What follows belongs to an exercise in optimizing a design on an open flow for small area; a production flow would make more cautious choices.
Only simulation tests tie the RTL to the original design; equivalence was not proved.
Power is estimated from default activity; no workload was simulated.

--- flow/config.mk ---
export PLATFORM = sky130hd
export DESIGN_NAME = wrapper
export DESIGN_NICKNAME = wrapper
export VERILOG_FILES = /design/flow/design.v
export SDC_FILE = /design/flow/constraint.sdc
export NUM_CORES = 4
export LEC_CHECK = 0
export CAP_MARGIN = 20
export CORE_MARGIN = 2
export CORE_UTILIZATION = 55
export PLACE_DENSITY = 0.7
export SLEW_MARGIN = 20
--- flow/constraint.sdc ---
create_clock -name core_clock -period 5.0 [get_ports {sck}]
set_input_delay 1.0000 -clock core_clock [delete_from_list [all_inputs] [get_ports {sck}]]
set_output_delay 1.0000 -clock core_clock [all_outputs]
set_load 0.01 [all_outputs]
--- flow/design.v ---
module adc(
    input              sck,
    input              rst,
    input              ws,
    input              run,       
    input        [3:0] sd,
    input              flag_in,
    output             flag_out,
    output reg  [95:0] data       
);
    localparam [4:0] S0      = 5'b00000;
    localparam [4:0] S_FULL  = 5'b01001;    
    localparam [4:0] S_VALID = 5'b10011;    
    reg  [4:0] st;
    reg [95:0] sreg;
    wire full  = (st == S_FULL);
    wire valid = (st == S_VALID);
    wire load  = ws & full;
    wire [4:0] step = {st[3:0], ~(st[4] ^ st[2])};
    assign flag_out = valid;
    always @(posedge sck or posedge rst) begin
        if (rst) begin
            st   <= S0;
            data <= 96'd0;
        end else begin
            if (valid)
                st <= flag_in ? S0 : S_VALID;
            else if (full)
                st <= ws ? S_VALID : S_FULL;
            else
                st <= (ws || !run) ? S0 : step;
            if (load)
                data <= sreg;
        end
    end
    integer i;
    always @(posedge sck) begin
        if (!full)
            for (i = 0; i < 4; i = i + 1)
                sreg[24*i +: 24] <= {sreg[24*i +: 23], sd[i]};
    end
endmodule
module mux(
    input               clk,
    input               rst,
    input               start,
    input               S_AXIS_tready,
    input        [95:0] data_a,      
    input        [95:0] data_b,      
    input               flag_a_in,
    input               flag_b_in,
    output reg   [95:0] tdata,
    output              S_AXIS_tvalid,
    output              S_AXIS_tlast,
    output              flag_a_out,
    output              flag_b_out,
    output              run
);
    localparam [2:0] NEVER   = 3'b000;
    localparam [2:0] IDLE    = 3'b001;
    localparam [2:0] IDLE_L  = 3'b010;
    localparam [2:0] CHECK_0 = 3'b011;
    localparam [2:0] CHECK   = 3'b100;
    localparam [2:0] T1_0    = 3'b101;
    localparam [2:0] T1      = 3'b111;
    localparam [2:0] T2      = 3'b110;
    reg [2:0] state;
    wire in_t1 = (state == T1_0) || (state == T1);
    wire in_t2 = (state == T2);
    assign run           = (state != NEVER);
    assign flag_a_out    = (state == CHECK) || (state == T1_0);
    assign flag_b_out    = state[2];
    assign S_AXIS_tvalid = (state == IDLE_L) || (state == T1) || (state == T2);
    assign S_AXIS_tlast  = (state == IDLE_L);
    always @(posedge clk or posedge rst) begin
        if (rst) begin
            state <= NEVER;
            tdata <= 96'd0;
        end else begin
            case (state)
                NEVER, IDLE, IDLE_L:
                    state <= start ? CHECK_0 : (state == NEVER ? NEVER : IDLE);
                CHECK_0, CHECK:
                    state <= (S_AXIS_tready && flag_a_in) ? T1_0 : CHECK;
                T1_0, T1:
                    state <= (S_AXIS_tready && flag_b_in) ? T2 : T1;
                default:
                    state <= IDLE_L;
            endcase
            if (in_t1)
                tdata <= data_a;
            else if (in_t2)
                tdata <= data_b;
        end
    end
endmodule
module wrapper(
  input sck,
  input ws,
  input rst,
  input start,
  input S_AXIS_tready,
  input [7:0]sd,
  output   [7:0] flag_mux_to_adc_debug,
  output   [7:0] flag_adc_to_mux_debug,
  output [127:0] S_AXIS_tdata,
  output         S_AXIS_tvalid,
  output         S_AXIS_tlast,
  output [255:0] data_debug
);
  wire [95:0] data_a, data_b, tdata;
  wire        valid_a, valid_b, ready_a, ready_b, run;
  adc u_adc_a (
    .sck(sck), .rst(rst), .ws(ws), .run(run), .sd(sd[3:0]),
    .flag_in(ready_a), .flag_out(valid_a), .data(data_a)
  );
  adc u_adc_b (
    .sck(sck), .rst(rst), .ws(ws), .run(run), .sd(sd[7:4]),
    .flag_in(ready_b), .flag_out(valid_b), .data(data_b)
  );
  mux m0 (
    .clk(sck), .rst(rst), .start(start), .S_AXIS_tready(S_AXIS_tready),
    .data_a(data_a), .data_b(data_b),
    .flag_a_in(valid_a), .flag_b_in(valid_b),
    .tdata(tdata), .S_AXIS_tvalid(S_AXIS_tvalid), .S_AXIS_tlast(S_AXIS_tlast),
    .flag_a_out(ready_a), .flag_b_out(ready_b), .run(run)
  );
  assign flag_mux_to_adc_debug = {{4{ready_b}}, {4{ready_a}}};
  assign flag_adc_to_mux_debug = {{4{valid_b}}, {4{valid_a}}};
  genvar i;
  generate
    for (i = 0; i < 4; i = i + 1) begin : g_out
      assign data_debug[32*i +: 32]      = {data_a[24*i +: 24], 8'h00};
      assign data_debug[32*(i+4) +: 32]  = {data_b[24*i +: 24], 8'h00};
      assign S_AXIS_tdata[32*i +: 32]    = {tdata[24*i +: 24], 8'h00};
    end
  endgenerate
endmodule
--- flow/flow/run.sh ---
#!/bin/bash
# The standard layout (standard.sh) with these changes:
#  - synthesis maps logic with an area-oriented ABC script (flow/synth.tcl);
#    flip-flops are mapped exactly as in the standard synthesis
#  - every port gets the smallest buffer, buf_1
#  - clock tree synthesis: larger sink clusters, clkbuf_4/clkbuf_8, no
#    dummy loads
#  - constant outputs share one tie cell (no tie fanout repair)
# Each tool's output goes to a log of its own in this folder.
set -euo pipefail
here=$(pwd)
export FLOW_ABC_SCRIPT=$here/flow/abc_area.script
export BUFFER_PORTS_ARGS="-buffer_cell sky130_fd_sc_hd__buf_1"
export CTS_ARGS="-sink_clustering_enable -repair_clock_nets -dont_use_dummy_load -sink_clustering_size 24 -sink_clustering_max_diameter 50 -buf_list {sky130_fd_sc_hd__clkbuf_8 sky130_fd_sc_hd__clkbuf_16}"
export SKIP_REPAIR_TIE_FANOUT=1
sed "s#SYNTH_SCRIPT=[^ ]*#SYNTH_SCRIPT=$here/flow/synth.tcl#" standard.sh > flow_standard.sh
grep -q "SYNTH_SCRIPT=$here/flow/synth.tcl" flow_standard.sh
bash flow_standard.sh > standard.log 2>&1
--- flow/flow/abc_area.script ---
strash
dch -f
amap -m -F 4 -A 8
topo
strash
dch -f
amap -m -F 4 -A 8
topo
--- flow/flow/synth.tcl ---
# The standard flow's synthesis script (synth_recipe.tcl) with one change: ABC maps the
# logic with an area-oriented script (flow/abc_area.script) instead of
# ORFS's speed script. Flip-flops are mapped before ABC runs, so the
# registers, their names and cell types are those of the standard synthesis.
proc synth {args} { yosys synth -nofsm -noshare {*}$args }
proc abc {args} {
  set i [lsearch -exact $args -script]
  if { $i >= 0 } {
    lset args [expr {$i + 1}] $::env(FLOW_ABC_SCRIPT)
  }
  yosys abc {*}$args
}
source $::env(SCRIPTS_DIR)/synth.tcl
# left out here: clear keep_hierarchy, flatten, clean up, hide names made inside functions, write 1_2_yosys.v
--- flow/standard.sh ---
#!/bin/bash
# synth_recipe.tcl (not shown) runs the flow's synth.tcl, then flattens the netlist and writes it again
# the make line also repeats each setting of config.mk as NAME=value (left out here)
make -C /OpenROAD-flow-scripts/flow DESIGN_CONFIG=/design/flow/config.mk WORK_HOME=/design/flow/orfs CLKGATE_MAP_FILE= SYNTH_SCRIPT=/design/flow/synth_recipe.tcl "${@:-finish}"
==> results of run 1 <==
[cells in the final DEF, fill, tap and decap left out, types with 3 or more instances in the layout]
master,count
a31oi_1,3
nor3_1,7
nor2_4,3
dfrtp_1,300
nor2_1,100
buf_1,318
a22o_1,192
nand3_1,4
clkbuf_16,38
o21ai_0,5
o22ai_1,101
clkinv_1,15
edfxtp_1,192
a21oi_1,97
buf_4,14
nand2_1,4
[state kept, by name, indices dropped and copies added, names as in the netlist]
signal / flops
u_adc_a.data: 96
u_adc_a.st: 5
u_adc_a.sreg: 96
m0.state: 3
u_adc_b.sreg: 96
u_adc_b.st: 5
m0.tdata: 96
u_adc_b.data: 96
[final cells by class]
type	instances	area, um2	area share [%]
Sequential cell	493	13300	68.0
Multi-Input combinational cell	523	3380	17.3
Tap cell	402	503	2.57
Timing Repair Buffer	334	1340	6.84
Clock buffer	38	951	4.86
Inverter	20	103	0.524
[worst min path at each step]
stage                                 from               end  slack [ps]  cells after the start
after floorplan            u_adc_a.sreg[9]  u_adc_a.sreg[10]         430                      0
after global placement    u_adc_b.sreg[29]  u_adc_b.sreg[30]         430                      0
after detailed placement  u_adc_a.sreg[35]  u_adc_a.sreg[36]         430                      0
after CTS                 u_adc_a.sreg[37]  u_adc_a.sreg[38]         430                      0
after global routing      u_adc_a.sreg[20]  u_adc_a.sreg[21]         430                      0
final                     u_adc_b.sreg[60]  u_adc_b.sreg[61]         420                      0
[kinds of logic (layout without fill, tap and decap cells)]
| family | count (synthesis) | in the layout |
|---|---|---|
| AO/OA/AOI/OAI | 404 | 404 |
| AND/OR/NAND/NOR | 118 | 118 |
| buffers and inverters | 132 | 392 |
| flip-flops | 493 | 493 |
| other | 1 | 1 |
[worst max-delay path, stage by stage, from the launching register on]
cell     delay (ps)
dfrtp_4         810
buf_4           610
o22ai_1         190
buf_1           170
[per-layer routing]
metal  routed length [um]  global-route usage [%]
met3                 3230                    5.11
met1                17400                    36.4
met4                  549                    4.35
met2                18200                    35.3
met5                    0                       0
[report_power, final]
part	switching [W]	total (W)	internal [W]
logic	0.00245	0.00407	0.00162
clock network	0.00126	0.00260	0.00134
registers	0.00141	0.00749	0.00608
total	0.00512	0.0142	0.00904
[through the flow]
step	instances	power (W)	hold WS, ps	area (um2)
2_1_floorplan	1148	0.00981	427	17600
3_3_place_gp	1772	0.0114	429	18600
3_5_place_dp	1772	0.0116	434	18600
4_1_cts	1810	0.0142	430	19600
5_1_grt	1810	0.0150	432	19600
6_report	1810	0.0142	424	19600
==> run summary, run 1 <==
- Outcome: timing/DRC/antenna clean
- Leakage: 8.10 nW
- Layout cells sized above 1: between 4 and 5%
- Dpl ws: 1960 ps
- Reg2Reg Setup Slack: 1990 ps
- Synth Warn #: 2
- CTS hold repair buffers: 0
- Largest family of logic cells by synthesized area: compound AO/OA/AOI/OAI gates
- CTS Sinks: roughly 490
- Worst setup startpoint: m0.state[0]
- Maxcap violations: 0
- Post-synth ARST share: 61.1%
- PD cells: 724 mW/mm2
- Skew final: 40.7 ps
- Worst-Skew Late Latency: 520 ps
- Final hold viol count: 0
- DIE HEIGHT: 183 um
- Final setup margin: around 1700 ps
- Number of antenna violations at the first check in global routing: 0
- Io pins: 415
- CTS tree: done
- CTS buffer count: 38
- CP Capture Point: S_AXIS_tvalid
- Nets: 1423
- Final Max Tran Viols: 0
- Clk buf depth: 3
- Starting density of the core: 55.8%
- Setup crit end kind: output pin
- R2r endpoint: u_adc_a.data[82]
- RSZ-0062 raised after global routing: false
- R2R cell count: 8
- Root Buffer: clkbuf_16
- Startpoint Class: flip-flop
- Post-CTS Setup Inserts: 0
- Adder-cell area share of the yosys netlist: 0%
- Post-DR wirelength/cell: 21.8 um
- Row count: 65
- Resized cells post-CTS: 0
- Complex-gate fraction of the synthesized area: roughly 16%
- Post-synth top cells: dfrtp_1 (301), a22o_1 (192), edfxtp_1 (192)
- Mean post-synth cell area: around 15 um2
- Top_reg_cell synth: dfrtp_1
- Most frequent cell after synthesis: dfrtp_1
- Ant. Diodes: 0
- Max IR drop VDD: between 0.4 and 0.5 mV
- Synth unique cells: 18
- Drt pass-1 iters: 5
- Share of the synthesized area in the top cell type: between 40% and 50%
- CTS H-tree depth: 2
- R2r startpoint: u_adc_a.st[2]
- Core area: 0.0315 mm2
- Area contributors post-synth: dfrtp_1 (43%), edfxtp_1 (33%), a22o_1 (9.6%)
- Hold crit path type: reg -> reg
- Area Growth Syn to Fin: 11.4%
- Fillers: 2384
- Critical path class: reg -> out
- Global-route congestion overflow total: 0
- Synth area leader: dfrtp_1
- Die area: 0.0334 mm2
- Post-layout util: 62.2%
- Clk pin slew, worst setup/hold paths: 80 ps
- Simple-gate share of the synthesized area: approximately 2.6%
- Routed wire length: 39.4 mm
- DRC viols: 0
- # port buffers: 318
- Syn Inst Count: 1148
- Setup TNS: 0 ps
- Post-synthesis cell area: between 0.015 and 0.02 mm2
- Post-synth EDFFs: 192
- Min cycle time layout: 3310 ps
- Crit share post-route: 66.2%
- Crit-path max FO: 55
- 1st-iter DRT viols: 947
- RePlAce Congestion: 0.768
- Final HPWL DP: 23.9 mm
- Highest Clock Rate: roughly 300 MHz
- Die Wd: between 150 and 200 um
- Final setup violating endpoints: 0
- Total Routing Usage GR: approximately a quarter
- Routed Antenna Nets: 0
- XOR/XNOR Fraction of Synth Area: 0%
- Mux contribution to synthesized area: 0%
- Syn nets: 1161
- Avg Vias per Cell: 6.06
- Via count: 11000
- Number of synthesized register bits: 493
- Number of global-route vias before repair: 10500
- CP arrival: 2310 ps
- Slew headroom: approximately 37%
- Worst Tran Pin Value: 938 ps
- WP data required: 4000 ps
- Largest net degree at the start of global routing: 155
- Sequential element share of the synthesized area: 75.7%
- First-pass GRT wire length: 61.9 mm
==> run 2, diff against run 1 <==
--- a/flow/design.v
+++ b/flow/design.v
@@ -72,25 +72,30 @@
     assign flag_b_out    = state[2];
     assign S_AXIS_tvalid = (state == IDLE_L) || (state == T1) || (state == T2);
     assign S_AXIS_tlast  = (state == IDLE_L);
+    reg [2:0] state_nx;
+    always @(*) begin
+        case (state)
+            NEVER, IDLE, IDLE_L:
+                state_nx = start ? CHECK_0 : (state == NEVER ? NEVER : IDLE);
+            CHECK_0, CHECK:
+                state_nx = (S_AXIS_tready && flag_a_in) ? T1_0 : CHECK;
+            T1_0, T1:
+                state_nx = (S_AXIS_tready && flag_b_in) ? T2 : T1;
+            default:
+                state_nx = IDLE_L;
+        endcase
+    end
+    reg keep_t;
     always @(posedge clk or posedge rst) begin
         if (rst) begin
-            state <= NEVER;
-            tdata <= 96'd0;
+            state  <= NEVER;
+            keep_t <= 1'b1;
+            tdata  <= 96'd0;
         end else begin
-            case (state)
-                NEVER, IDLE, IDLE_L:
-                    state <= start ? CHECK_0 : (state == NEVER ? NEVER : IDLE);
-                CHECK_0, CHECK:
-                    state <= (S_AXIS_tready && flag_a_in) ? T1_0 : CHECK;
-                T1_0, T1:
-                    state <= (S_AXIS_tready && flag_b_in) ? T2 : T1;
-                default:
-                    state <= IDLE_L;
-            endcase
-            if (in_t1)
-                tdata <= data_a;
-            else if (in_t2)
-                tdata <= data_b;
+            state  <= state_nx;
+            keep_t <= !(state_nx == T1_0 || state_nx == T1 || state_nx == T2);
+            tdata  <= ({96{in_t1}} & data_a) | ({96{in_t2}} & data_b) |
+                      ({96{keep_t}} & tdata);
         end
     end
 endmodule
--- a/flow/flow/run.sh
+++ b/flow/flow/run.sh
@@ -11,7 +11,7 @@
 here=$(pwd)
 export FLOW_ABC_SCRIPT=$here/flow/abc_area.script
 export BUFFER_PORTS_ARGS="-buffer_cell sky130_fd_sc_hd__buf_1"
-export CTS_ARGS="-sink_clustering_enable -repair_clock_nets -dont_use_dummy_load -sink_clustering_size 24 -sink_clustering_max_diameter 50 -buf_list {sky130_fd_sc_hd__clkbuf_8 sky130_fd_sc_hd__clkbuf_16}"
+export CTS_ARGS="-sink_clustering_enable -repair_clock_nets -dont_use_dummy_load -sink_clustering_size 11 -sink_clustering_max_diameter 30 -buf_list {sky130_fd_sc_hd__clkbuf_4}"
 export SKIP_REPAIR_TIE_FANOUT=1
 sed "s#SYNTH_SCRIPT=[^ ]*#SYNTH_SCRIPT=$here/flow/synth.tcl#" standard.sh > flow_standard.sh
 grep -q "SYNTH_SCRIPT=$here/flow/synth.tcl" flow_standard.sh
--- a/flow/config.mk
+++ b/flow/config.mk
@@ -7,6 +7,5 @@
 export LEC_CHECK = 0
 export CAP_MARGIN = 20
 export CORE_MARGIN = 2
-export CORE_UTILIZATION = 55
-export PLACE_DENSITY = 0.7
+export CORE_UTILIZATION = 40
 export SLEW_MARGIN = 20
==> run 2 against run 1 <==
Design area down 0.43%; power down 12%; setup slack better by 160 ps; sequential power down 2%; non-clock buffer count down 3; global-route usage down 5.6 points; cell count up 8.3%; critical path depth up 1; register-to-register slack worse by 80 ps; die area up 36%; synthesized cell count down 8.4%; sequential cell count up 1; critical path type unchanged; largest cell class unchanged.
==> run summary, run 2 <==
- # port buffers: 318 (unchanged)
- Synth area leader: dfrtp_1
- Crit-path max FO: 8 (-85%)
- CTS tree: done
- Starting density of the core: 40.6% (-15 points)
- Nets: 1386 (-2.6%)
- Total Routing Usage GR: 18.0% (-5.6 points)
- Resized cells post-CTS: 0 (unchanged)
- Post-synthesis cell area: 0.0175 mm2 (-0.54%)
- CTS buffer count: 100 (+160%)
- Post-CTS Setup Inserts: 0 (unchanged)
- CTS hold repair buffers: 0 (unchanged)
- Sequential element share of the synthesized area: 76.3% (+0.56 points)
- Post-layout util: 45.2% (-17 points)
- WP data required: 4000 ps (about the same)
- Row count: 76 (+17%)
- Final HPWL DP: 24.5 mm (+2.7%)
- Critical path class: reg -> out
- Largest net degree at the start of global routing: 165 (+6.5%)
- DRC viols: 0 (unchanged)
- RePlAce Congestion: 0.774 (+0.78%)
- Routed Antenna Nets: 0 (unchanged)
- Number of antenna violations at the first check in global routing: 2 (+2)
- Root Buffer: clkbuf_4
- Mean post-synth cell area: 16.6 um2 (+8.5%)
- Clk pin slew, worst setup/hold paths: 90 ps (about the same)
- Leakage: 8.25 nW (+1.8%)
- Top_reg_cell synth: dfrtp_1
- Setup crit end kind: output pin
- Share of the synthesized area in the top cell type: 43.1% (+0.23 points)
- Final hold viol count: 0 (unchanged)
- Post-synth top cells: dfrtp_1 (301), a22o_1 (192), edfxtp_1 (192)
- Die area: 0.0454 mm2 (+36%)
- Die Wd: 213 um (+17%)
- Area Growth Syn to Fin: 11.6%
- Global-route congestion overflow total: 0 (unchanged)
- Cell Chain, Critical Path: clkinv_1 -> nand3_1 -> nor3_1 -> buf_1
- Worst Tran Pin Value: 1040 ps (+98.8 ps)
- Routed wire length: 40.9 mm (+3.8%)
- Skew final: 87.5 ps (+46.8 ps)
- Post-DR wirelength/cell: 20.9 um (-4.2%)
- 1st-iter DRT viols: 1114 (+18%)
- PD cells: 639 mW/mm2 (-12%)
- Highest Clock Rate: 317 MHz (+4.9%)
- Critical Path Max Stage Delay: 670 ps (-140 ps)
- Io pins: 415 (unchanged)
- Number of global-route vias before repair: 10300 (-1.7%)
- Critical path's slowest cell: nor3_1
- Core area: 0.0431 mm2 (+37%)
- Cell area after layout: 0.0195 mm2 (-0.43%)
- Via count: 10600 (-3.2%)
- DIE HEIGHT: 213 um (+17%)
- Post-synth ARST share: 61.1% (+0.079 points)
- Most common cell after layout, fill and taps aside: buf_1
- Drt pass-1 iters: 5 (unchanged)
- Slew headroom: 30.9% (-6.4 points)
- CP arrival: 2160 ps (-150 ps)
- Worst-Skew Late Latency: 770 ps (+250 ps)
- Clk buf depth: 3 (unchanged)
- Outcome: timing/DRC/antenna clean
- First-pass GRT wire length: 62.5 mm (+0.88%)
- CTS Sinks: 494 (+0.20%)
- Synth Warn #: 2 (unchanged)
- Final non-filler cell total: 1960 (+8.3%)
- Hold crit path type: reg -> reg
- Post-DP Area: 0.0187 mm2 (+0.56%)
- Setup TNS: 0 ps (unchanged)
- Placed Instances: 1856 (+4.7%)
- Synth unique cells: 19 (+1)
- Avg Vias per Cell: 5.41 (-11%)
- Startpoint Class: flip-flop
- Number of synthesized register bits: 494 (+0.20%)
- Max IR drop VDD: 0.322 mV (-23%)
- Syn Inst Count: 1052 (-8.4%)
- Most frequent cells in the layout: buf_1 (318), dfrtp_1 (301), a22o_1 (192), edfxtp_1 (192), clkinv_1 (109)
- RSZ-0062 raised after global routing: false
- Most frequent cell after synthesis: dfrtp_1
- CTS H-tree depth: 3 (+1)
- Post-synth EDFFs: 192 (unchanged)
- Syn nets: 1065 (-8.3%)
- Min cycle time layout: 3160 ps (-156 ps)
- Layout cells sized above 1: 8.97% (+4.4 points)
- Final setup violating endpoints: 0 (unchanged)
- Maxcap violations: 0 (unchanged)
- Final Max Tran Viols: 0 (unchanged)
- Crit share post-route: 63.1% (-3.1 points)
- Tot Pwr: 0.0125 W (-12%)
- Area contributors post-synth: dfrtp_1 (43%), edfxtp_1 (33%), a22o_1 (9.6%)
## run 2: worst paths after layout
kind	from	end	slack, ps	cells past startpoint
worst max-delay path	u_adc_a.st[3]	flag_adc_to_mux_debug[2]	1840	4
worst min-delay path	u_adc_b.sreg[12]	u_adc_b.sreg[13]	370	0
worst max register to register	u_adc_a.st[2]	u_adc_a.data[58]	1910	8
worst min register to register	u_adc_b.sreg[12]	u_adc_b.sreg[13]	370	0
max in group asynchronous	rst	u_adc_a.data[22]	3460	3
min in group asynchronous	rst	m0.tdata[68]	440	2
## run 2: layout make-up
cell class                      instances  area (um2)
Antenna cell                            4        10.0
Sequential cell                       494       13300
Fill cell                            3861       23600
Inverter                              114         453
Timing Repair Buffer                  331        1310
Tap cell                              585         732
Clock buffer                          100         751
Multi-Input combinational cell        332        2910
## run 2: kinds of logic (layout without fill, tap and decap cells)
logic type / count (synthesis) / in the layout / synth area share, %
AOI/OAI and AO/OA: 310 / 310 / 15.9
buffers and inverters: 226 / 545 / 7.26
DFF: 494 / 494 / 76.3
other: 1 / 5 / 0.0215
and+or+nand+nor: 21 / 21 / 0.537
## run 2: routing by layer
| layer | routed length, um | track usage [%] | part of all wire, % | up-vias |
|---|---|---|---|---|
| met5 | 0 | 0 | 0 | - |
| met4 | 899 | 6.17 | 2.2 | 0 |
| met3 | 3140 | 4.87 | 7.7 | 74 |
| met2 | 17900 | 25.6 | 44 | 464 |
| met1 | 18900 | 26.6 | 46 | 5393 |
| li1 | - | - | - | 4676 |
## run 2: worst max-delay path, delay by kind of cell, from the launching register on
family	cells	cell delay [ps]
buffers and inverters	2	280
AND/OR/NAND/NOR	2	750
flip-flops	1	370
## run 2: metrics by stage
step | worst slack, ps | hold WS (ps)
after CTS | 1720 | 259
final | 1840 | 373
after global routing | 1570 | 269
after floorplan | 2.67 | 427
after detailed placement | 1910 | 434
after global placement | 2020 | 428
## run 2: where the power goes
part | leakage (nW) | internal (W) | switching, W | total [W]
combinational | 1.65 | 0.00120 | 0.00172 | 0.00292
sequential | 6.14 | 0.00593 | 0.00141 | 0.00734
clock | 0.460 | 0.000907 | 0.00130 | 0.00221
==> run 3, diff against run 2 <==
--- a/flow/flow/run.sh
+++ b/flow/flow/run.sh
@@ -11,7 +11,7 @@
 here=$(pwd)
 export FLOW_ABC_SCRIPT=$here/flow/abc_area.script
 export BUFFER_PORTS_ARGS="-buffer_cell sky130_fd_sc_hd__buf_1"
-export CTS_ARGS="-sink_clustering_enable -repair_clock_nets -dont_use_dummy_load -sink_clustering_size 11 -sink_clustering_max_diameter 30 -buf_list {sky130_fd_sc_hd__clkbuf_4}"
+export CTS_ARGS="-sink_clustering_enable -repair_clock_nets -dont_use_dummy_load -sink_clustering_size 10 -sink_clustering_max_diameter 40 -buf_list {sky130_fd_sc_hd__clkbuf_4}"
 export SKIP_REPAIR_TIE_FANOUT=1
 sed "s#SYNTH_SCRIPT=[^ ]*#SYNTH_SCRIPT=$here/flow/synth.tcl#" standard.sh > flow_standard.sh
 grep -q "SYNTH_SCRIPT=$here/flow/synth.tcl" flow_standard.sh
--- a/flow/config.mk
+++ b/flow/config.mk
@@ -7,5 +7,5 @@
 export LEC_CHECK = 0
 export CAP_MARGIN = 20
 export CORE_MARGIN = 2
-export CORE_UTILIZATION = 40
+export CORE_UTILIZATION = 30
 export SLEW_MARGIN = 20
==> run 3 against run 2 <==
Synthesized area did not move; clock skew increased by 3.6 ps; core utilization fell by 11 points; design area is 0.29% higher; first-iteration DRC count increased by 9.2%; synthesized cell count is the same; sequential cell count did not move; routed wire length up 6.1%; largest power group unchanged; largest cell class unchanged.
==> run summary, run 3 <==
- Outcome: timing/DRC/antenna clean
- Routed Antenna Nets: 0 (unchanged)
- Syn Inst Count: 1052 (unchanged)
- Core area: 0.0576 mm2 (+34%)
- WP data required: 5620 ps (+1620 ps)
- Post-CTS Setup Inserts: 0 (unchanged)
- Tot Pwr: 0.0123 W (-1.2%)
- Hold crit path type: in -> async
- Setup crit end kind: flip-flop
- CTS tree: done
- Layout cells sized above 1: 7.35% (-1.6 points)
- Starting density of the core: 30.3% (-10 points)
- Highest Clock Rate: 317 MHz (about the same)
- R2R cell count: 8 (unchanged)
- Sequential element share of the synthesized area: 76.3% (unchanged)
- Share of the synthesized area in the top cell type: 43.1% (unchanged)
- DIE HEIGHT: 245 um (+15%)
- Fillers: 5632 (+46%)
- 1st-iter DRT viols: 1217 (+9.2%)
- Reg2Reg Setup Slack: 1840 ps (-70 ps)
- Via count: 10700 (+0.86%)
- Number of synthesized register bits: 494 (unchanged)
- First-pass GRT wire length: 66.1 mm (+5.9%)
- Critical path class: reg -> reg
- Total Routing Usage GR: 14.3% (-3.7 points)
- Met3 usage: 3.48% (-1.4 points)
- Worst-Skew Late Latency: 770 ps (about the same)
- Row count: 88 (+16%)
- Most frequent cells in the layout: buf_1 (318), dfrtp_1 (301), a22o_1 (192), edfxtp_1 (192), clkinv_1 (109)
- Final HPWL DP: 26.9 mm (+9.7%)
- Top_reg_cell synth: dfrtp_1
- RSZ-0062 raised after global routing: false
- Resized cells post-CTS: 0 (unchanged)
- Area contributors post-synth: dfrtp_1 (43%), edfxtp_1 (33%), a22o_1 (9.6%)
- Combinational share of power: 23.8% (+0.4 points)
- Clk buf depth: 3 (unchanged)
- Root Buffer: clkbuf_4
- Die Wd: 245 um (+15%)
- Largest net degree at the start of global routing: 154 (-6.7%)
- PD cells: 630 mW/mm2 (-1.5%)
- Min cycle time layout: 3160 ps (-0.140 ps)
- CP arrival: 3770 ps (+1610 ps)
- Die area: 0.0602 mm2 (+33%)
- Sw Share: 36.4% (+0.90 points)
- Post-synth ARST share: 61.1% (unchanged)
- Final Max Tran Viols: 0 (unchanged)
- Routed wire length: 43.3 mm (+6.1%)
- Post-synth top cells: dfrtp_1 (301), a22o_1 (192), edfxtp_1 (192)
- Avg Vias per Cell: 5.06 (-6.4%)
- Synth Warn #: 2 (unchanged)
- Met1 Use GR: 21.5% (-5.1 points)
- Global-route congestion overflow total: 0 (unchanged)
- Mean post-synth cell area: 16.6 um2 (unchanged)
- Post-synthesis cell area: 0.0175 mm2 (unchanged)
- Maxcap violations: 0 (unchanged)
- Met2 Usage GRT: 19.8% (-5.7 points)
- CTS H-tree depth: 3 (unchanged)
- CP dominant cell by count: buf_4
- Post-DR wirelength/cell: 20.5 um (-1.6%)
- CTS hold repair buffers: 0 (unchanged)
- Most common cell after layout, fill and taps aside: buf_1
- Final hold viol count: 0 (unchanged)
- Skew final: 91.0 ps (+3.56 ps)
- Critical path's slowest cell: buf_4
- Number of antenna violations at the first check in global routing: 1 (-1)
- Io pins: 415 (unchanged)
- Final setup violating endpoints: 0 (unchanged)
- Synth area leader: dfrtp_1
- Max IR drop VDD: 0.284 mV (-12%)
- Area Growth Syn to Fin: 11.9%
- Clock Power Share: 16.1% (-1.6 points)
- Worst Tran Pin Value: 1040 ps (+3.67 ps)
- Leakage: 8.14 nW (-1.3%)
- # port buffers: 318 (unchanged)
- Busiest grt layer: met1
- P_sw: 0.00449 W (+1.3%)
- RePlAce Congestion: 0.803 (+3.7%)
- Slew headroom: 30.6% (-0.24 points)
- Clk pin slew, worst setup/hold paths: 90 ps (about the same)
- Internal power: 0.00782 W (-2.6%)
- CTS buffer count: 77 (-23%)
- Post-synth EDFFs: 192 (unchanged)
- Nets: 1362 (-1.7%)
- Drt pass-1 iters: 8 (+3)
- Cell Chain, Critical Path: clkinv_1 -> nand3_1 -> nor3_1 -> inv_6 -> nor2_4 -> buf_4 -> buf_4 -> a22o_1
- Setup TNS: 0 ps (unchanged)
- Syn nets: 1065 (unchanged)
- Critical Path Max Stage Delay: 610 ps (-60 ps)
- DRC viols: 0 (unchanged)
- Synth unique cells: 19 (unchanged)
- Sequential power share: 60.1% (+1.2 points)
- Number of global-route vias before repair: 10500 (+1.2%)
- Crit-path max FO: 49 (+41)
- Startpoint Class: flip-flop
- Most frequent cell after synthesis: dfrtp_1
- CTS Sinks: 494 (unchanged)
- Crit share post-route: 63.1% (about the same)
-- run 3: cell count changes in the layout (fill, tap and decap cells not counted) --
cell      change
buf_12        +1
buf_4         -3
buf_6         +1
clkbuf_4     -23
diode_2       -3
inv_4         -1
inv_6         +1
-- run 3: stage by stage --
| step | cells | area [um2] | hold WS, ps | setup slack, ps | util [%] |
|---|---|---|---|---|---|
| 3_3_place_gp | 2035 | 19000 | 429 | 1950 | 32.9 |
| 2_1_floorplan | 1052 | 17500 | 427 | 2.67 | - |
| 5_1_grt | 2113 | 19500 | 287 | 1590 | 33.9 |
| 6_report | 2113 | 19500 | 331 | 1840 | 33.9 |
| 3_5_place_dp | 2035 | 19000 | 435 | 1910 | 32.9 |
| 4_1_cts | 2112 | 19500 | 236 | 1740 | 33.9 |
-- run 3: cell type report --
class | count | area, um2 | share of cell area, %
multi-input combinational | 332 | 2910 | 14.9
antenna | 1 | 2.50 | 0.0128
timing repair buffer | 330 | 1320 | 6.73
sequential | 494 | 13300 | 68.2
clock buffer | 77 | 578 | 2.96
tap | 765 | 957 | 4.90
inverter | 114 | 455 | 2.33
-- run 3: path summary, 6_finish.rpt --
check	startpoint	end
setup / recovery	u_adc_a.st[2]	u_adc_a.data[63]
hold reg to reg	u_adc_b.sreg[66]	u_adc_b.sreg[67]
setup reg to reg	u_adc_a.st[2]	u_adc_a.data[63]
min in group core_clock	u_adc_b.sreg[66]	u_adc_b.sreg[67]
max in group asynchronous	rst	m0.tdata[65]
hold / removal	rst	u_adc_b.data[14]
-- run 3: kinds of logic (layout without fill, tap and decap cells) --
logic type,Yosys count,count (layout),share of synthesized area (%)
AO/OA/AOI/OAI,310,310,15.9
buffers and inverters,226,521,7.26
flip-flops,494,494,76.3
other,1,2,0.0215
AND/OR/NAND/NOR,21,21,0.537
-- run 3: metal layers --
metal	up-vias	share of wire (%)
li1	4622	-
met5	-	0
met2	535	42
met1	5472	47
met4	0	2.0
met3	69	9.2
-- run 3: worst max-delay path, delay by kind of cell, from the launching register on --
kind                   cells  cell delay, ps
buffers and inverters      4            1490
AND/OR/NAND/NOR            3             750
flip-flops                 1             420
AO/OA/AOI/OAI              1             240
-- run 3: power by group through the flow --
stage | logic (W) | clock network, W | registers, W
2_1_floorplan | 0.00142 | 0 | 0.00735
3_3_place_gp | 0.00290 | 0 | 0.00741
3_5_place_dp | 0.00297 | 0 | 0.00746
4_1_cts | 0.00298 | 0.00210 | 0.00740
5_1_grt | 0.00323 | 0.00226 | 0.00761
6_report | 0.00293 | 0.00198 | 0.00740
==> run 4, diff against run 3 <==
--- a/flow/config.mk
+++ b/flow/config.mk
@@ -7,5 +7,5 @@
 export LEC_CHECK = 0
 export CAP_MARGIN = 20
 export CORE_MARGIN = 2
-export CORE_UTILIZATION = 30
+export CORE_UTILIZATION = 50
 export SLEW_MARGIN = 20
==> run 4 against run 3 <==
Largest cell class unchanged; sequential cell count is the same; critical path depth shrank 6; critical endpoint is now flag_adc_to_mux_debug[2]; core utilization grew 21 points; still clean; highest routed layer unchanged.
==> run summary, run 4 <==
- Outcome: timing/DRC/antenna clean
- RePlAce Congestion: 0.763 (-4.9%)
- Total Routing Usage GR: 21.3% (+7.1 points)
- Number of synthesized register bits: 494 (unchanged)
- Hold WS: 409 ps (+77.7 ps)
- Number of global-route vias before repair: 10100 (-3.5%)
- Drt pass-1 iters: 6 (-2)
- Synth Warn #: 2 (unchanged)
- Most frequent cell after synthesis: dfrtp_1
- CTS H-tree depth: 3 (unchanged)
- Slew headroom: 31.5% (+0.92 points)
- Post-DP Area: 0.0186 mm2 (-2.1%)
- PD cells: 631 mW/mm2 (+0.21%)
- Worst-Skew Late Latency: 700 ps (-70 ps)
- Fillers: 2876 (-49%)
- Post-synthesis cell area: 0.0175 mm2 (unchanged)
- Post-layout util: 55.3% (+21 points)
- Top_reg_cell synth: dfrtp_1
- R2r startpoint: u_adc_b.st[1]
- Final setup violating endpoints: 0 (unchanged)
- Final Max Tran Viols: 0 (unchanged)
- Core area: 0.0345 mm2 (-40%)
- Root Buffer: clkbuf_4
- Die Wd: 191 um (-22%)
- Share of the synthesized area in the top cell type: 43.1% (unchanged)
- Largest net degree at the start of global routing: 171 (+11%)
- Clk buf depth: 3 (unchanged)
- CTS tree: done
- Crit share post-route: 60.6% (-2.5 points)
- Worst setup startpoint: u_adc_a.st[2]
- Tot Pwr: 0.0120 W (-2.3%)
- Crit path buffers/inverters: 1 (-3)
- Max IR drop VDD: 0.577 mV (+100%)
- Synth unique cells: 19 (unchanged)
- DRC viols: 0 (unchanged)
- Synth area leader: dfrtp_1
- Final HPWL DP: 23.0 mm (-15%)
- Reg2Reg Setup Slack: 2150 ps (+310 ps)
- Row count: 68 (-23%)
- Avg Vias per Cell: 5.81 (+15%)
- Most common cell after layout, fill and taps aside: buf_1
- Post-CTS Setup Inserts: 0 (unchanged)
- CP top delay family: simple AND/OR/NAND/NOR gates
- Post-synth EDFFs: 192 (unchanged)
- Clk pin slew, worst setup/hold paths: 110 ps (+20 ps)
- Maxcap violations: 0 (unchanged)
- Nets: 1351 (-0.81%)
- DIE HEIGHT: 191 um (-22%)
- Post-synth top cells: dfrtp_1 (301), a22o_1 (192), edfxtp_1 (192)
- # port buffers: 318 (unchanged)
- Final hold viol count: 0 (unchanged)
- Worst Tran Pin Value: 1030 ps (-13.8 ps)
- R2r endpoint: u_adc_b.data[37]
- Io pins: 415 (unchanged)
- Syn Inst Count: 1052 (unchanged)
- CP arrival: 2030 ps (-1740 ps)
- RSZ-0062 raised after global routing: false
- Leakage: 8.08 nW (-0.69%)
- Hold crit path type: reg -> reg
- Mean post-synth cell area: 16.6 um2 (unchanged)
- Cell Chain, Critical Path: nor3_1 -> buf_1
- Area contributors post-synth: dfrtp_1 (43%), edfxtp_1 (33%), a22o_1 (9.6%)
- Routed wire length: 38.8 mm (-11%)
- Crit-path max FO: 8 (-84%)
- R2R cell count: 8 (unchanged)
- Number of antenna violations at the first check in global routing: 2 (+1)
- Resized cells post-CTS: 0 (unchanged)
- Critical path's slowest cell: nor3_1
- Setup crit end kind: output pin
- Routed Antenna Nets: 0 (unchanged)
- CTS hold repair buffers: 0 (unchanged)
- CTS buffer count: 66 (-14%)
- Skew final: 88.8 ps (-2.17 ps)
- WP data required: 4000 ps (-1620 ps)
- Area Growth Syn to Fin: 9.13%
- Die area: 0.0365 mm2 (-39%)
- Highest Clock Rate: 330 MHz (+4.1%)
- Post-synth ARST share: 61.1% (unchanged)
- Min cycle time layout: 3030 ps (-126 ps)
- Starting density of the core: 50.7% (+20 points)
- Via count: 10400 (-2.6%)
- Post-DR wirelength/cell: 21.6 um (+5.4%)
- Most frequent cells in the layout: buf_1 (318), dfrtp_1 (301), a22o_1 (192), edfxtp_1 (192), clkinv_1 (109)
- First-pass GRT wire length: 60.4 mm (-8.6%)
- Critical path class: reg -> out
- CP Capture Point: flag_adc_to_mux_debug[2]
- Setup TNS: 0 ps (unchanged)
- Sequential element share of the synthesized area: 76.3% (unchanged)
- Syn nets: 1065 (unchanged)
- CTS Sinks: 494 (unchanged)
- Cell area after layout: 0.0191 mm2 (-2.5%)
- Startpoint Class: flip-flop
- CP Depth: 2 (-6)
- Layout cells sized above 1: 6.59% (-0.76 points)
- 1st-iter DRT viols: 1129 (-7.2%)
- Critical Path Max Stage Delay: 700 ps (+90 ps)
- Global-route congestion overflow total: 0 (unchanged)
## run 4: worst min-delay path by stage
stage	start	slack (ps)	cells after the start	endpoint
after floorplan	u_adc_a.sreg[9]	430	0	u_adc_a.sreg[10]
after global placement	u_adc_a.sreg[11]	430	0	u_adc_a.sreg[12]
after detailed placement	u_adc_a.sreg[8]	430	0	u_adc_a.sreg[9]
after CTS	sd[1]	370	1	u_adc_a.sreg[24]
after global routing	sd[1]	390	1	u_adc_a.sreg[24]
final	u_adc_a.sreg[60]	410	0	u_adc_a.sreg[61]
## run 4: kinds of logic after synthesis
group	Yosys count	share of synthesized area [%]
other	1	0.0215
flip-flops	494	76.3
AO/OA/AOI/OAI	310	15.9
AND/OR/NAND/NOR	21	0.537
buffers and inverters	226	7.26
## run 4: metrics by stage
step           setup WS [ps]  std cells
2_1_floorplan           2.67       1052
5_1_grt                 1780       1793
6_report                1970       1793
3_3_place_gp            2060       1725
3_5_place_dp            2040       1725
4_1_cts                 1890       1791
## run 4: power by group
| part | total (W) | internal [W] | switching, W |
|---|---|---|---|
| registers | 0.00729 | 0.00592 | 0.00137 |
| logic | 0.00291 | 0.00120 | 0.00171 |
| clock network | 0.00183 | 0.000612 | 0.00122 |
## run 4: cell type report
cell class / count / area, um2 / share of cell area (%)
tap: 455 / 569 / 2.99
timing repair buffer: 330 / 1300 / 6.84
antenna: 2 / 5.00 / 0.0263
inverter: 114 / 453 / 2.38
sequential: 494 / 13300 / 69.9
multi-input combinational: 332 / 2910 / 15.3
clock buffer: 66 / 495 / 2.60
## run 4: metal layers
metal	global-route usage [%]	routed length (um)	vias up
li1	-	-	4589
met1	33.0	17900	5373
met2	30.4	17100	421
met3	5.40	3250	41
met4	5.01	451	0
met5	0	0	-
## run 4: worst register-to-register path, cell delays in order, from the launching register on
cell      delay, ps
dfrtp_1         410
clkinv_1         70
nand3_1          70
nor3_1          330
inv_4           290
nor2_4          210
buf_4           380
buf_4           690
a22o_1          320
==> run 5, diff against run 4 <==
--- a/flow/config.mk
+++ b/flow/config.mk
@@ -7,5 +7,5 @@
 export LEC_CHECK = 0
 export CAP_MARGIN = 20
 export CORE_MARGIN = 2
-export CORE_UTILIZATION = 50
+export CORE_UTILIZATION = 60
 export SLEW_MARGIN = 20
==> run 5 against run 4 <==
Routed wire length shrank 3.0%; cell count shrank 4.2%; register-to-register slack lost 720 ps; still clean; setup slack lost 540 ps; core utilization grew 11 points; synthesized cell count is the same.
==> run summary, run 5 <==
- Outcome: timing/DRC/antenna clean
- Share of the synthesized area in the top cell type: 43.1% (unchanged)
- XOR/XNOR Fraction of Synth Area: 0% (unchanged)
- CTS hold repair buffers: 0 (unchanged)
- Critical path's slowest cell: clkinv_2
- RePlAce Congestion: 0.755 (-1.1%)
- Cell Chain, Critical Path: clkinv_1 -> nand3_1 -> nor3_1 -> inv_4 -> nor2_4 -> buf_4 -> clkinv_2 -> buf_4 -> a22o_1
- Global-route congestion overflow total: 0 (unchanged)
- Largest net degree at the start of global routing: 174 (+1.8%)
- Starting density of the core: 60.9% (+10 points)
- Nets: 1347 (-0.30%)
- Die area: 0.0305 mm2 (-16%)
- Worst-Skew Late Latency: 710 ps (about the same)
- 1st-iter DRT viols: 1215 (+7.6%)
- Synth area leader: dfrtp_1
- Final hold viol count: 0 (unchanged)
- Hold crit path type: reg -> reg
- Total Routing Usage GR: 24.3% (+3.0 points)
- Post-DP Area: 0.0185 mm2 (-0.44%)
- WP data required: 5560 ps (+1560 ps)
- Maxcap violations: 0 (unchanged)
- Crit-path max FO: 60 (+52)
- Final setup violating endpoints: 0 (unchanged)
- Area Growth Syn to Fin: 8.29%
- First-pass GRT wire length: 58.5 mm (-3.2%)
- Row count: 62 (-8.8%)
- Layout cells sized above 1: 6.31% (-0.28 points)
- Setup TNS: 0 ps (unchanged)
- Final Max Tran Viols: 0 (unchanged)
- Hold Path Cell Cnt: 0 (unchanged)
- Most frequent cells in the layout: buf_1 (318), dfrtp_1 (301), a22o_1 (192), edfxtp_1 (192), clkinv_1 (109)
- Drt pass-1 iters: 6 (unchanged)
- Synth Warn #: 2 (unchanged)
- Register area: 0.0133 mm2 (unchanged)
- Clk pin slew, worst setup/hold paths: 100 ps (about the same)
- Multi-input gate area: 0.00291 mm2 (unchanged)
- CP dominant cell by count: buf_4
- Cell area after layout: 0.0189 mm2 (-0.77%)
- Simple-gate share of the synthesized area: 0.537% (unchanged)
- DRC viols: 0 (unchanged)
- CTS tree: done
- Crit share post-route: 71.5% (+11 points)
- Syn nets: 1065 (unchanged)
- CTS H-tree depth: 2 (-1)
- CTS Sinks: 494 (unchanged)
- Critical path class: reg -> reg
- Number of antenna violations at the first check in global routing: 1 (-1)
- Post-synth EDFFs: 192 (unchanged)
- Sequential element share of the synthesized area: 76.3% (unchanged)
- Final setup margin: 1430 ps (-544 ps)
- Post-CTS Setup Inserts: 0 (unchanged)
- Final HPWL DP: 22.6 mm (-1.6%)
- Syn Inst Count: 1052 (unchanged)
- Number of global-route vias before repair: 9846 (-2.5%)
- Mean post-synth cell area: 16.6 um2 (unchanged)
- Adder-cell area share of the yosys netlist: 0% (unchanged)
- Complex-gate fraction of the synthesized area: 15.9% (unchanged)
- Slew headroom: 27.8% (-3.8 points)
- Top_reg_cell synth: dfrtp_1
- Setup crit end kind: flip-flop
- Leakage: 8.06 nW (-0.34%)
- PD cells: 630 mW/mm2 (-0.23%)
- Root Buffer: clkbuf_4
- Io pins: 415 (unchanged)
- Core area: 0.0287 mm2 (-17%)
- Post-synthesis cell area: 0.0175 mm2 (unchanged)
- Fillers: 2112 (-27%)
- RSZ-0062 raised after global routing: false
- R2R cell count: 9 (+1)
- Post-synth top cells: dfrtp_1 (301), a22o_1 (192), edfxtp_1 (192)
- Clk buf depth: 3 (unchanged)
- Largest family of logic cells by synthesized area: compound AO/OA/AOI/OAI gates
- Routed wire length: 37.6 mm (-3.0%)
- Min cycle time layout: 3570 ps (+544 ps)
- Post-DR wirelength/cell: 21.9 um (+1.3%)
- CP arrival: 4130 ps (+2100 ps)
- Most frequent cell after synthesis: dfrtp_1
- Avg Vias per Cell: 6.13 (+5.5%)
- Critical Path Max Stage Delay: 810 ps (+110 ps)
- Area contributors post-synth: dfrtp_1 (43%), edfxtp_1 (33%), a22o_1 (9.6%)
- Reg2Reg Setup Slack: 1430 ps (-720 ps)
- Startpoint Class: flip-flop
- Die Wd: 175 um (-8.5%)
- CTS buffer count: 59 (-11%)
- Skew final: 45.9 ps (-42.9 ps)
- Post-synth ARST share: 61.1% (unchanged)
- Max IR drop VDD: 0.640 mV (+11%)
- Dpl ws: 1310 ps (-726 ps)
- Highest Clock Rate: 280 MHz (-15%)
- # port buffers: 318 (unchanged)
- DIE HEIGHT: 175 um (-8.5%)
- Most common cell after layout, fill and taps aside: buf_1
- Worst Tran Pin Value: 1080 ps (+56.6 ps)
- Routed Antenna Nets: 0 (unchanged)
- Resized cells post-CTS: 0 (unchanged)
- Number of synthesized register bits: 494 (unchanged)
- Synth unique cells: 19 (unchanged)
- Via count: 10500 (+1.0%)
- Mux contribution to synthesized area: 0% (unchanged)
run 5: power breakdown:
part	switching, W	internal, W
sequential	0.00140	0.00591
clock	0.00119	0.000540
combinational	0.00166	0.00120
total	0.00426	0.00765
run 5: stage by stage:
step	utilization (%)	total power, W	hold slack (ps)	cells
2_1_floorplan	-	0.00877	427	1052
3_3_place_gp	64.4	0.0102	429	1657
3_5_place_dp	64.4	0.0103	434	1657
4_1_cts	65.9	0.0120	390	1716
5_1_grt	65.9	0.0126	385	1717
6_report	65.9	0.0119	421	1717
run 5: final cells by class:
| cell class | instances | share of cell area [%] |
|---|---|---|
| diodes | 1 | 0.0132 |
| inverters | 114 | 2.37 |
| clock buffers | 59 | 2.34 |
| well taps | 384 | 2.54 |
| multi-input cells | 332 | 15.4 |
| repair buffers | 333 | 6.90 |
| flip-flops and latches | 494 | 70.4 |
run 5: final timing paths:
path,start,end
worst min register to register,u_adc_b.sreg[19],u_adc_b.sreg[20]
worst max register to register,u_adc_a.st[2],u_adc_a.data[37]
worst min-delay path,u_adc_b.sreg[19],u_adc_b.sreg[20]
max in group asynchronous,rst,m0.tdata[18]
min in group asynchronous,rst,u_adc_b.data[7]
worst max-delay path,u_adc_a.st[2],u_adc_a.data[37]
run 5: worst max-delay path, delay by kind of cell (launching register included):
| family | cells | cell delay, ps |
|---|---|---|
| and+or+nand+nor | 3 | 570 |
| AOI/OAI and AO/OA | 1 | 250 |
| buffers and inverters | 5 | 2140 |
| DFF | 1 | 420 |
run 5: cell families after synthesis:
| logic type | after synthesis |
|---|---|
| buf+inv | 226 |
| other cells | 1 |
| compound gates | 310 |
| simple gates | 21 |
| flops | 494 |
run 5: per-layer routing:
metal	vias to the layer above	GRT usage, %	routed length (um)
li1	4588	-	-
met1	5431	39.2	17200
met2	460	35.4	17300
met3	50	3.79	2640
met4	0	5.97	525
met5	-	0	0
==> run 6, diff against run 5 <==
--- a/flow/config.mk
+++ b/flow/config.mk
@@ -7,5 +7,5 @@
 export LEC_CHECK = 0
 export CAP_MARGIN = 20
 export CORE_MARGIN = 2
-export CORE_UTILIZATION = 60
+export CORE_UTILIZATION = 80
 export SLEW_MARGIN = 20
==> run 6 against run 5 <==
Setup slack improved by 490 ps; routed wire length grew 6.9%; critical path depth is 5 lower; core utilization is 21 points higher; via count grew 4.6%.
==> run summary, run 6 <==
- Mean post-synth cell area: 16.6 um2 (unchanged)
- Total Routing Usage GR: 34.8% (+10 points)
- Crit-path max FO: 8 (-87%)
- Met3 usage: 6.35% (+2.6 points)
- Max IR drop VDD: 0.690 mV (+7.8%)
- RSZ-0062 raised after global routing: false
- Resized cells post-CTS: 0 (unchanged)
- Crit share post-route: 61.7% (-9.8 points)
- Row count: 54 (-13%)
- Maxcap violations: 0 (unchanged)
- Min cycle time layout: 3080 ps (-490 ps)
- Placed Instances: 1550 (-6.5%)
- Clk pin slew, worst setup/hold paths: 100 ps (about the same)
- Setup TNS: 0 ps (unchanged)
- CTS buffer count: 56 (-5.1%)
- Top_reg_cell synth: dfrtp_1
- Die Wd: 152 um (-13%)
- Skew final: 30.3 ps (-15.7 ps)
- Area Growth Syn to Fin: 7.48%
- Leakage: 8.04 nW (-0.25%)
- Busiest grt layer: met2
- Layout cells sized above 1: 5.88% (-0.42 points)
- Worst setup startpoint: u_adc_a.st[3]
- Post-DR wirelength/cell: 25.0 um (+14%)
- Avg Vias per Cell: 6.85 (+12%)
- Worst Tran Pin Value: 1090 ps (+9.58 ps)
- CTS tree: done
- DRC viols: 0 (unchanged)
- Post-synth ARST share: 61.1% (unchanged)
- Startpoint Class: flip-flop
- Final setup margin: 1920 ps (+490 ps)
- Final Max Tran Viols: 0 (unchanged)
- Highest Clock Rate: 324 MHz (+16%)
- Core area: 0.0216 mm2 (-25%)
- RePlAce Congestion: 0.824 (+9.1%)
- Routed wire length: 40.2 mm (+6.9%)
- PD cells: 644 mW/mm2 (+2.3%)
- Critical path class: reg -> out
- Setup crit end kind: output pin
- Final setup violating endpoints: 0 (unchanged)
- Worst-Skew Late Latency: 700 ps (about the same)
- Met1 Use GR: 50.8% (+12 points)
- Via count: 11000 (+4.6%)
- Most common cell after layout, fill and taps aside: buf_1
- Post-synth top cells: dfrtp_1 (301), a22o_1 (192), edfxtp_1 (192)
- Synth Warn #: 2 (unchanged)
- # port buffers: 318 (unchanged)
- Post-CTS Setup Inserts: 0 (unchanged)
- Syn nets: 1065 (unchanged)
- Final hold viol count: 0 (unchanged)
- R2r startpoint: u_adc_a.st[2]
- DIE HEIGHT: 152 um (-13%)
- CP arrival: 2080 ps (-2050 ps)
- Sequential element share of the synthesized area: 76.3% (unchanged)
- Number of synthesized register bits: 494 (unchanged)
- CTS Sinks: 494 (unchanged)
- Dpl ws: 1970 ps (+655 ps)
- WP data required: 4000 ps (-1560 ps)
- Synth unique cells: 19 (unchanged)
- R2r endpoint: u_adc_a.data[67]
- 1st-iter DRT viols: 1402 (+15%)
- Most frequent cell after synthesis: dfrtp_1
- Hold crit path type: in -> async
- R2R cell count: 8 (-1)
- Global-route congestion overflow total: 0 (unchanged)
- Nets: 1341 (-0.45%)
- Area contributors post-synth: dfrtp_1 (43%), edfxtp_1 (33%), a22o_1 (9.6%)
- Drt pass-1 iters: 9 (+3)
- Outcome: timing/DRC/antenna clean
- Routed Antenna Nets: 0 (unchanged)
- Io pins: 415 (unchanged)
- Share of the synthesized area in the top cell type: 43.1% (unchanged)
- Met2 Usage GRT: 53.2% (+18 points)
- Number of global-route vias before repair: 10600 (+7.9%)
- Starting density of the core: 80.8% (+20 points)
- CTS H-tree depth: 2 (unchanged)
- Clk buf depth: 3 (unchanged)
- Root Buffer: clkbuf_4
- Slew headroom: 27.1% (-0.64 points)
- Die area: 0.0230 mm2 (-24%)
- CP Capture Point: flag_adc_to_mux_debug[1]
- Synth area leader: dfrtp_1
- Final non-filler cell total: 1607 (-6.4%)
- First-pass GRT wire length: 60.3 mm (+3.0%)
- Syn Inst Count: 1052 (unchanged)
- Reg2Reg Setup Slack: 1960 ps (+530 ps)
- Most frequent cells in the layout: buf_1 (318), dfrtp_1 (301), a22o_1 (192), edfxtp_1 (192), clkinv_1 (109)
- Post-synthesis cell area: 0.0175 mm2 (unchanged)
- Final HPWL DP: 24.7 mm (+9.1%)
- Post-synth EDFFs: 192 (unchanged)
- CTS hold repair buffers: 0 (unchanged)
- Number of antenna violations at the first check in global routing: 1 (unchanged)
- Largest net degree at the start of global routing: 168 (-3.4%)
## run 6: cell counts after synthesis
Identical to the previous run, type by type.
## run 6: worst min path at each step
stage	to
2_1_floorplan	u_adc_a.sreg[10]
3_3_place_gp	u_adc_a.sreg[64]
3_5_place_dp	u_adc_b.sreg[34]
4_1_cts	u_adc_b.sreg[24]
5_1_grt	u_adc_b.sreg[48]
6_report	m0.tdata[8]
## run 6: where the power goes
| part | internal (W) | switching, W | total (W) |
|---|---|---|---|
| Sequential | 0.00592 | 0.00148 | 0.00740 |
| Combinational | 0.00121 | 0.00182 | 0.00303 |
| Clock | 0.000515 | 0.00115 | 0.00166 |
| Total | 0.00764 | 0.00445 | 0.0121 |
## run 6: area by class of cell
cell class / instances / area (um2)
Timing Repair Buffer: 330 / 1320
Sequential cell: 494 / 13300
Antenna cell: 1 / 2.50
Clock buffer: 56 / 420
Inverter: 114 / 448
Fill cell: 961 / 2850
Multi-Input combinational cell: 332 / 2910
Tap cell: 280 / 350
## run 6: logic make-up after synthesis
group / share of synthesized area (%)
other: 0.0215
buffers and inverters: 7.26
AO/OA/AOI/OAI: 15.9
AND/OR/NAND/NOR: 0.537
flip-flops: 76.3
## run 6: critical path, cell delays in order (launching register included)
cell      delay, ps
dfrtp_1         380
clkinv_1         70
nand3_1          80
nor3_1          650
buf_1           230
## run 6: stage by stage
stage | util, % | total power [W] | hold WS [ps] | area (um2)
after global placement | 84.8 | 0.0101 | 428 | 18300
after CTS | 86.8 | 0.0121 | 427 | 18800
after floorplan | - | 0.00877 | 427 | 17500
after global routing | 86.8 | 0.0127 | 431 | 18800
after detailed placement | 84.8 | 0.0104 | 434 | 18300
final | 86.8 | 0.0121 | 427 | 18800
## run 6: routing by layer
| metal | part of all wire [%] | vias to the layer above |
|---|---|---|
| met5 | 0 | - |
| met4 | 4.3 | 0 |
| met3 | 10 | 118 |
| met2 | 49 | 786 |
| met1 | 36 | 5563 |
| li1 | - | 4547 |
==> run 7, diff against run 6 <==
--- a/flow/config.mk
+++ b/flow/config.mk
@@ -7,5 +7,6 @@
 export LEC_CHECK = 0
 export CAP_MARGIN = 20
 export CORE_MARGIN = 2
-export CORE_UTILIZATION = 80
+export CORE_UTILIZATION = 75
+export PLACE_DENSITY = 0.85
 export SLEW_MARGIN = 20
==> run 7 against run 6 <==
Clock skew up 28 ps; still clean on timing, DRC and antenna; clock power about the same; routed wire length down 4.2%; maximum frequency up 2.2%; sequential share of layout area down 0.16 points; highest routed layer unchanged; synthesized cell count unchanged; register-to-register slack better by 70 ps; critical path type unchanged; critical endpoint is now flag_adc_to_mux_debug[4].
==> run summary, run 7 <==
- Outcome: timing/DRC/antenna clean
- Number of global-route vias before repair: 10400 (-1.9%)
- Sequential power share: 61.3% (about the same)
- Io pins: 415 (unchanged)
- Crit-path max FO: 8 (unchanged)
- Placed Instances: 1583 (+2.1%)
- Startpoint Class: flip-flop
- Area Growth Syn to Fin: 7.72%
- Global-route congestion overflow total: 0 (unchanged)
- Clock Power Share: 13.7% (about the same)
- CTS Sinks: 494 (unchanged)
- Reg2Reg Setup Slack: 2030 ps (+70 ps)
- Post-synthesis cell area: 0.0175 mm2 (unchanged)
- Most frequent cell after synthesis: dfrtp_1
- Post-CTS Setup Inserts: 0 (unchanged)
- Avg Vias per Cell: 6.66 (-2.8%)
- # port buffers: 318 (unchanged)
- Critical path class: reg -> out
- Hold_sp: u_adc_b.sreg[10]
- Mean post-synth cell area: 16.6 um2 (unchanged)
- Worst Tran Pin Value: 1100 ps (+11.8 ps)
- Number of antenna violations at the first check in global routing: 1 (unchanged)
- Root Buffer: clkbuf_4
- Post-layout util: 82.6% (-4.2 points)
- Via count: 10900 (-0.84%)
- Top_reg_cell synth: dfrtp_1
- Die Wd: 157 um (+3.2%)
- DRC viols: 0 (unchanged)
- Synth Warn #: 2 (unchanged)
- Setup TNS: 0 ps (unchanged)
- Clk pin slew, worst setup/hold paths: 100 ps (about the same)
- Post-synth ARST share: 61.1% (unchanged)
- R2r startpoint: u_adc_a.st[2]
- Slew headroom: 26.3% (-0.78 points)
- Setup crit end kind: output pin
- Resized cells post-CTS: 0 (unchanged)
- Hold-critical path endpoint: u_adc_b.sreg[11]
- Cell area after layout: 0.0188 mm2 (+0.23%)
- PD cells: 636 mW/mm2 (-1.2%)
- Final setup violating endpoints: 0 (unchanged)
- Starting density of the core: 76.7% (-4.1 points)
- Internal power: 0.00763 W (-0.24%)
- Drt pass-1 iters: 7 (-2)
- Critical Path Max Stage Delay: 620 ps (-30 ps)
- Most common cell after layout, fill and taps aside: buf_1
- Highest Clock Rate: 331 MHz (+2.2%)
- Total Routing Usage GR: 31.5% (-3.4 points)
- Sequential element share of the synthesized area: 76.3% (unchanged)
- CTS buffer count: 55 (-1.8%)
- Synth area leader: dfrtp_1
- Worst-Skew Late Latency: 720 ps (+20 ps)
- Post-DP Area: 0.0184 mm2 (+0.16%)
- Dpl ws: 1990 ps (+20.6 ps)
- CP arrival: 2020 ps (-60 ps)
- Sw Share: 36.3% (-0.50 points)
- Post-synth top cells: dfrtp_1 (301), a22o_1 (192), edfxtp_1 (192)
- Die area: 0.0245 mm2 (+6.5%)
- DIE HEIGHT: 157 um (+3.2%)
- Final Max Tran Viols: 0 (unchanged)
- Final setup margin: 1980 ps (+66.0 ps)
- CTS tree: done
- Synth unique cells: 19 (unchanged)
- Routed wire length: 38.6 mm (-4.2%)
- Most frequent cells in the layout: buf_1 (318), dfrtp_1 (301), a22o_1 (192), edfxtp_1 (192), clkinv_1 (109)
- Syn Inst Count: 1052 (unchanged)
- RSZ-0062 raised after global routing: false
- Skew final: 58.2 ps (+27.9 ps)
- Combinational share of power: 25.0% (about the same)
- Syn nets: 1065 (unchanged)
- R2R cell count: 8 (unchanged)
- Hold Path Cell Cnt: 0
- Final non-filler cell total: 1640 (+2.1%)
- Min cycle time layout: 3020 ps (-66.0 ps)
- RePlAce Congestion: 0.789 (-4.2%)
- Final HPWL DP: 23.9 mm (-2.9%)
- Nets: 1341 (unchanged)
- Hold crit path type: reg -> reg
- Crit share post-route: 60.4% (-1.3 points)
- WP data required: 4000 ps (about the same)
- Share of the synthesized area in the top cell type: 43.1% (unchanged)
- Clk buf depth: 3 (unchanged)
- Core area: 0.0228 mm2 (+5.4%)
- Number of synthesized register bits: 494 (unchanged)
- Cell Chain, Critical Path: clkinv_1 -> nor3_1 -> buf_1
- Critical path's slowest cell: nor3_1
- Largest net degree at the start of global routing: 180 (+7.1%)
- Post-DR wirelength/cell: 23.5 um (-6.1%)
- R2r endpoint: u_adc_a.data[29]
- Post-synth EDFFs: 192 (unchanged)
- CTS H-tree depth: 2 (unchanged)
- Layout cells sized above 1: 5.88% (unchanged)
- Row count: 55 (+1.9%)
- Max IR drop VDD: 0.653 mV (-5.4%)
- Leakage: 8.04 nW (about the same)
- Fillers: 1200 (+25%)
- Area contributors post-synth: dfrtp_1 (43%), edfxtp_1 (33%), a22o_1 (9.6%)
- CTS hold repair buffers: 0 (unchanged)
- P_sw: 0.00435 W (-2.3%)
- First-pass GRT wire length: 59.0 mm (-2.0%)
- 1st-iter DRT viols: 1869 (+33%)
- Maxcap violations: 0 (unchanged)
- Routed Antenna Nets: 0 (unchanged)
- Final hold viol count: 0 (unchanged)
run 7: cell types whose count changed in the layout (fill, tap and decap cells not counted), sizes merged:
| cell | previous run | this run |
|---|---|---|
| inv | 2 | 3 |
| clkinv | 112 | 111 |
| clkbuf | 56 | 55 |
| buf | 330 | 331 |
run 7: routing by layer:
| metal | global-route usage [%] | share of wire, % | vias up |
|---|---|---|---|
| met5 | 0 | 0 | - |
| met4 | 9.92 | 2.5 | 0 |
| met3 | 6.37 | 9.4 | 85 |
| met2 | 47.9 | 48 | 734 |
| met1 | 47.5 | 40 | 5541 |
| li1 | - | - | 4562 |
run 7: worst max-delay path by stage:
stage,from,end,slack [ps],cells after the start
floorplan,u_adc_b.st[2],u_adc_b.data[0],3,7
global placement,ws,u_adc_b.data[47],2000,6
detailed placement,ws,u_adc_b.data[45],1990,6
CTS,u_adc_b.st[4],flag_adc_to_mux_debug[4],1930,3
global route,u_adc_a.st[2],u_adc_a.st[1],1720,9
finish,u_adc_b.st[4],flag_adc_to_mux_debug[4],1980,3
run 7: final cells by class:
type	count	area (um2)	area share, %
clock buffer	55	413	2.19
timing repair buffer	331	1320	7.03
sequential	494	13300	70.8
inverter	114	449	2.39
tap	313	392	2.08
multi-input combinational	332	2910	15.5
antenna	1	2.50	0.0133
run 7: kinds of logic (layout without fill, tap and decap cells):
logic type / count (synthesis) / count (layout) / share of synthesized area, %
other: 1 / 2 / 0.0215
buffers and inverters: 226 / 500 / 7.26
and+or+nand+nor: 21 / 21 / 0.537
DFF: 494 / 494 / 76.3
AOI/OAI and AO/OA: 310 / 310 / 15.9
run 7: critical path: cells and delay by family (launching register included):
family                 cells  cell delay, ps
AND/OR/NAND/NOR            1             620
flip-flops                 1             400
buffers and inverters      2             320
run 7: per-stage QoR:
| stage | total power (W) | hold WS (ps) |
|---|---|---|
| 6_report | 0.0120 | 422 |
| 5_1_grt | 0.0126 | 429 |
| 4_1_cts | 0.0120 | 413 |
| 3_5_place_dp | 0.0104 | 434 |
| 3_3_place_gp | 0.0101 | 427 |
| 2_1_floorplan | 0.00877 | 427 |
run 7: power by group through the flow:
stage | logic [W] | clock network (W) | registers [W]
5_1_grt | 0.00327 | 0.00182 | 0.00750
3_5_place_dp | 0.00301 | 0 | 0.00735
6_report | 0.00299 | 0.00164 | 0.00734
2_1_floorplan | 0.00142 | 0 | 0.00735
4_1_cts | 0.00301 | 0.00167 | 0.00730
3_3_place_gp | 0.00284 | 0 | 0.00727

-- static timing again, ports no longer ideal --
No port has a modelled driver above. Below, the same layouts with a new extraction and two added sets of constraints.
Step 1 assumes that a clkbuf_16 drives the clock port and a buf_2 every other input.
Step 2 also shifts input and output timing later by t, the mid clock arrival at the registers, as if the neighbouring blocks saw the same clock.
Slacks: no drivers / after step 1 / after step 2; pairs: no drivers / after step 1.
run | shift t [ns] | setup WS [ns] | clock arrival spread, ns
run 1 | 0.551 | 1.688 / 1.639 / 1.918 | 0.043 / 0.044
run 2 | 0.783 | 1.844 / 1.798 / 1.879 | 0.109 / 0.109
run 3 | 0.784 | 1.844 / 1.819 / 1.844 | 0.114 / 0.114
run 4 | 0.709 | 1.970 / 1.923 / 2.020 | 0.093 / 0.093
run 5 | 0.749 | 1.427 / 1.427 / 1.362 | 0.073 / 0.072
run 6 | 0.724 | 1.916 / 1.873 / 1.949 | 0.032 / 0.032
run 7 | 0.732 | 1.982 / 1.939 / 1.952 | 0.059 / 0.058
After both steps every run listed still meets setup and hold. For run 5, which loses most, drivers alone change the setup slack by 0.000 ns; drivers and shift together by -0.065 ns.
